Context: an optimization exercise on an open-source flow, tuned for small area. The choices shown serve that exercise and are no tape-out recipe. Where RTL was checked, it was by simulation tests only, not by an equivalence proof against the original. Power is estimated from default activity; no workload was simulated.

// axi2uart_top
module axi2uart_top (
   s_axi_arready, s_axi_rdata, s_axi_rresp, s_axi_rvalid,
   s_axi_awready, s_axi_wready, s_axi_bresp, s_axi_bvalid,
   uart_irq, uart_tx,
   clk, rst_n, s_axi_araddr,
   s_axi_arvalid, s_axi_rready, s_axi_awaddr,
   s_axi_awvalid, s_axi_wdata, s_axi_wstrb, s_axi_wvalid,
   s_axi_bready, uart_rx
   );
  input  wire        clk;
  input  wire        rst_n;
  input  wire        uart_rx;
  output wire        uart_tx;
  output wire        uart_irq;
  input  wire [4:0]  s_axi_araddr;
  input  wire        s_axi_arvalid;
  output wire        s_axi_arready;
  output wire [31:0] s_axi_rdata;
  output wire [1:0]  s_axi_rresp;
  output wire        s_axi_rvalid;
  input  wire        s_axi_rready;
  input  wire [4:0]  s_axi_awaddr;
  input  wire        s_axi_awvalid;
  output wire        s_axi_awready;
  input  wire [31:0] s_axi_wdata;
  input  wire [3:0]  s_axi_wstrb;
  input  wire        s_axi_wvalid;
  output wire        s_axi_wready;
  output wire [1:0]  s_axi_bresp;
  output wire        s_axi_bvalid;
  input  wire        s_axi_bready;
  localparam [31:0] DIV_INIT = 32'd434;
  reg init;
  ...
Settings: LEC_CHECK=0, CAP_MARGIN=20, CORE_MARGIN=2, CORE_UTILIZATION=60, CTS_BUF_LIST=sky130_fd_sc_hd__clkbuf_8, CTS_CLUSTER_DIAMETER=60, CTS_CLUSTER_SIZE=20, SLEW_MARGIN=20; clock period 10.0 ns.
standard.sh (not shown) runs the stock make flow with config.mk's settings and CLKGATE_MAP_FILE= SYNTH_SCRIPT=/design/flow/synth_recipe.tcl, a recipe that flattens the netlist after the stock synthesis.
==> flow/flow/run.sh <==
#!/bin/bash
# Standard ORFS layout with three changes to how it is made:
#  - ABC maps the logic with an area-oriented script (flow/abc_area.script);
#    the registers come from the same Yosys steps as the standard synthesis;
#  - CTS inserts no dummy loads;
#  - port buffers start as buf_1 (the resizer may upsize them).
set -euo pipefail
here=$PWD
rm -rf "$here/scripts"
cp -r "$FLOW_HOME/scripts" "$here/scripts"
cp "$here/flow/abc_area.script" "$here/scripts/abc_speed.script"
bash standard.sh SCRIPTS_DIR="$here/scripts" synth > "$here/log_synth.log" 2>&1
bash standard.sh SCRIPTS_DIR="$here/scripts" \
  CTS_ARGS="-sink_clustering_enable -repair_clock_nets -sink_clustering_size 20 -sink_clustering_max_diameter 60 -buf_list sky130_fd_sc_hd__clkbuf_8 -dont_use_dummy_load" \
  BUFFER_PORTS_ARGS="-buffer_cell sky130_fd_sc_hd__buf_1" \
  finish > "$here/log_layout.log" 2>&1
==> flow/flow/abc_area.script <==
&get -n
&st
&syn2
&dch -f
&nf -a
&put
topo
==> next run, changes <==
--- a/flow/design.v
+++ b/flow/design.v
@@ -107,46 +107,56 @@
       tt  <= 4'd0;
       tne <= 1'b0;
     end else begin
       if (tpush) tt <= tt + 4'd1;
       if (tpop)  th <= th + 4'd1;
       if (tpush) tne <= 1'b1;
       else if (tpop && (th + 4'd1 == tt)) tne <= 1'b0;
     end
   end
-  localparam [2:0] XE = 3'd0, XI = 3'd1, XL = 3'd2, XD = 3'd3, XP = 3'd4, XS = 3'd5;
+  localparam [2:0] XE = 3'd0, XI = 3'd1, XL = 3'd2, XD = 3'd4, XP = 3'd5, XS = 3'd6;
   reg  [2:0]  xst;
   reg  [31:0] tc;
   reg  [2:0]  tbc;
   reg  [7:0]  td;
   reg         txo;
   reg         pend, pcnt;
-  wire        tidle = (xst == XE) | (xst == XI) | (xst == XL);
+  wire        tidle = ~xst[2];
   wire [32:0] tge;
   assign tge[0] = 1'b1;
   genvar gi;
   generate
     for (gi = 0; gi < 32; gi = gi + 1) begin : g_tge
       assign tge[gi+1] = (tc[gi] & ~div[gi]) | ((tc[gi] | ~div[gi]) & tge[gi]);
     end
   endgenerate
   wire        tfire = tge[32];
   wire        tbit  = td[tbc];
+  wire [32:0] tcy;
+  wire [31:0] tinc;
+  assign tcy[0] = 1'b1;
+  genvar hi;
+  generate
+    for (hi = 0; hi < 32; hi = hi + 1) begin : g_tinc
+      assign tinc[hi]  = tc[hi] ^ tcy[hi];
+      assign tcy[hi+1] = tc[hi] & tcy[hi];
+    end
+  endgenerate
   reg  [7:0]  tout;
   integer ti;
   always @(*) begin
     tout = 8'd0;
     for (ti = 0; ti < 16; ti = ti + 1)
       tout = tout | ({8{th == ti}} & tmem[ti]);
   end
   assign tpop = (xst == XL);
   always @(posedge clk) begin
-    tc   <= (tidle | tfire) ? 32'd0 : tc + 32'd1;
+    tc   <= (tidle | tfire) ? 32'd0 : tinc;
     if (tidle)
       tbc <= 3'd0;
     else if (tfire & ((xst == XD) | (xst == XS)))
       tbc <= tbc + 3'd1;
     if (xst == XL) td <= tout;
     pend <= (xst == XD) & tfire & tbit;
     pcnt <= tidle ? 1'b0 : (pcnt ^ pend);
   end
   always @(posedge clk, negedge rst_n) begin
@@ -180,19 +190,28 @@
   assign uart_tx = txo;
   localparam [2:0] QI = 3'd0, QV = 3'd1, QS = 3'd2, QD = 3'd3, QP = 3'd4, Q1 = 3'd5, Q2 = 3'd6;
   reg  [2:0]  sync;
   reg  [2:0]  qst;
   reg  [31:0] rc;
   reg  [2:0]  rbc;
   reg  [7:0]  rsh;
   wire        rxb   = sync[2];
   wire        ridle = (qst == QI) | (qst == QV);
-  wire [32:0] rc1   = {1'b0, rc} + 33'd1;
+  wire [32:0] rcy;
+  wire [32:0] rc1;
+  assign rcy[0] = 1'b1;
+  generate
+    for (hi = 0; hi < 32; hi = hi + 1) begin : g_rinc
+      assign rc1[hi]   = rc[hi] ^ rcy[hi];
+      assign rcy[hi+1] = rc[hi] & rcy[hi];
+    end
+  endgenerate
+  assign rc1[32] = rcy[32];
   wire        divz  = (div == 32'd0);
   wire [32:0] rgb = {divz, div};
   wire [33:0] rge;
   assign rge[0] = 1'b1;
   generate
     for (gi = 0; gi < 33; gi = gi + 1) begin : g_rge
       assign rge[gi+1] = (rc1[gi] & ~rgb[gi]) | ((rc1[gi] | ~rgb[gi]) & rge[gi]);
     end
   endgenerate
@@ -245,24 +264,24 @@
       rne <= 1'b0;
     end else begin
       if (rpush) rt <= rt + 4'd1;
       if ((rpull & rne) | (rpush & rfull)) rh <= rh + 4'd1;
       if (rpush) rne <= 1'b1;
       else if (rpull & rne & (rh + 4'd1 == rt)) rne <= 1'b0;
     end
   end
   assign uart_irq = rne & irq_en;
-  localparam [2:0] R0 = 3'd0, R1 = 3'd1, RI = 3'd2, RHP = 3'd3, RHN = 3'd4, RAP = 3'd5, RAN = 3'd6, RAD = 3'd7;
+  localparam [2:0] R0 = 3'd0, R1 = 3'd1, RI = 3'd2, RAD = 3'd3, RHP = 3'd4, RHN = 3'd5, RAP = 3'd6, RAN = 3'd7;
   reg  [2:0] rdst;
   reg  [7:0] rd;
   wire [2:0] raddr = s_axi_araddr[4:2];
-  wire       rhold = (rdst == RHP) | (rdst == RHN) | (rdst == RAP) | (rdst == RAN);
-  assign rpull = (rdst == RHP) | (rdst == RAP);
+  wire       rhold = rdst[2];
+  assign rpull = rdst[2] & ~rdst[0];
   always @(posedge clk, negedge rst_n) begin
     if (!rst_n) begin
       rdst <= R0;
       rd   <= 8'd0;
     end else begin
       case (rdst)
         R0: begin
           rd   <= 8'd0;
           rdst <= R1;
Outcome:
- clock power fell by about 0.5%
- sequential share of layout area rose by 0.90 points
- final area fell by 1.4%
- wire length fell by 5.9%
- power fell by 2.2%
Only the layout flow was run in the first run of this note; the RTL was not checked for function there.

-- what the ideal ports hide --
The flow's constraints put no driver on any port. The routed layouts listed below were extracted and timed again, unchanged, in two steps.
Step 1, drivers: a clkbuf_16 drives clk and a buf_2 each remaining input, both assumed.
Step 2 adds t to the input delays and takes it off the output delays; t is the mean of the earliest and latest rising clock arrival at the registers after step 1. Input paths then give back, and output paths get back, about the clock's delay inside the block.
Three values: no drivers, after step 1, after step 2; two values: the first two.
run	shift t [ns]	setup slack, ns	latest minus earliest clock arrival (ns)	slew at the worst register clock pin (ns)
the first run	0.589	4.420 / 4.420 / 4.420	0.060 / 0.060	0.12 / 0.12
the second run	0.598	1.855 / 1.855 / 1.855	0.065 / 0.066	0.11 / 0.11
After both steps every run listed still meets setup and hold.
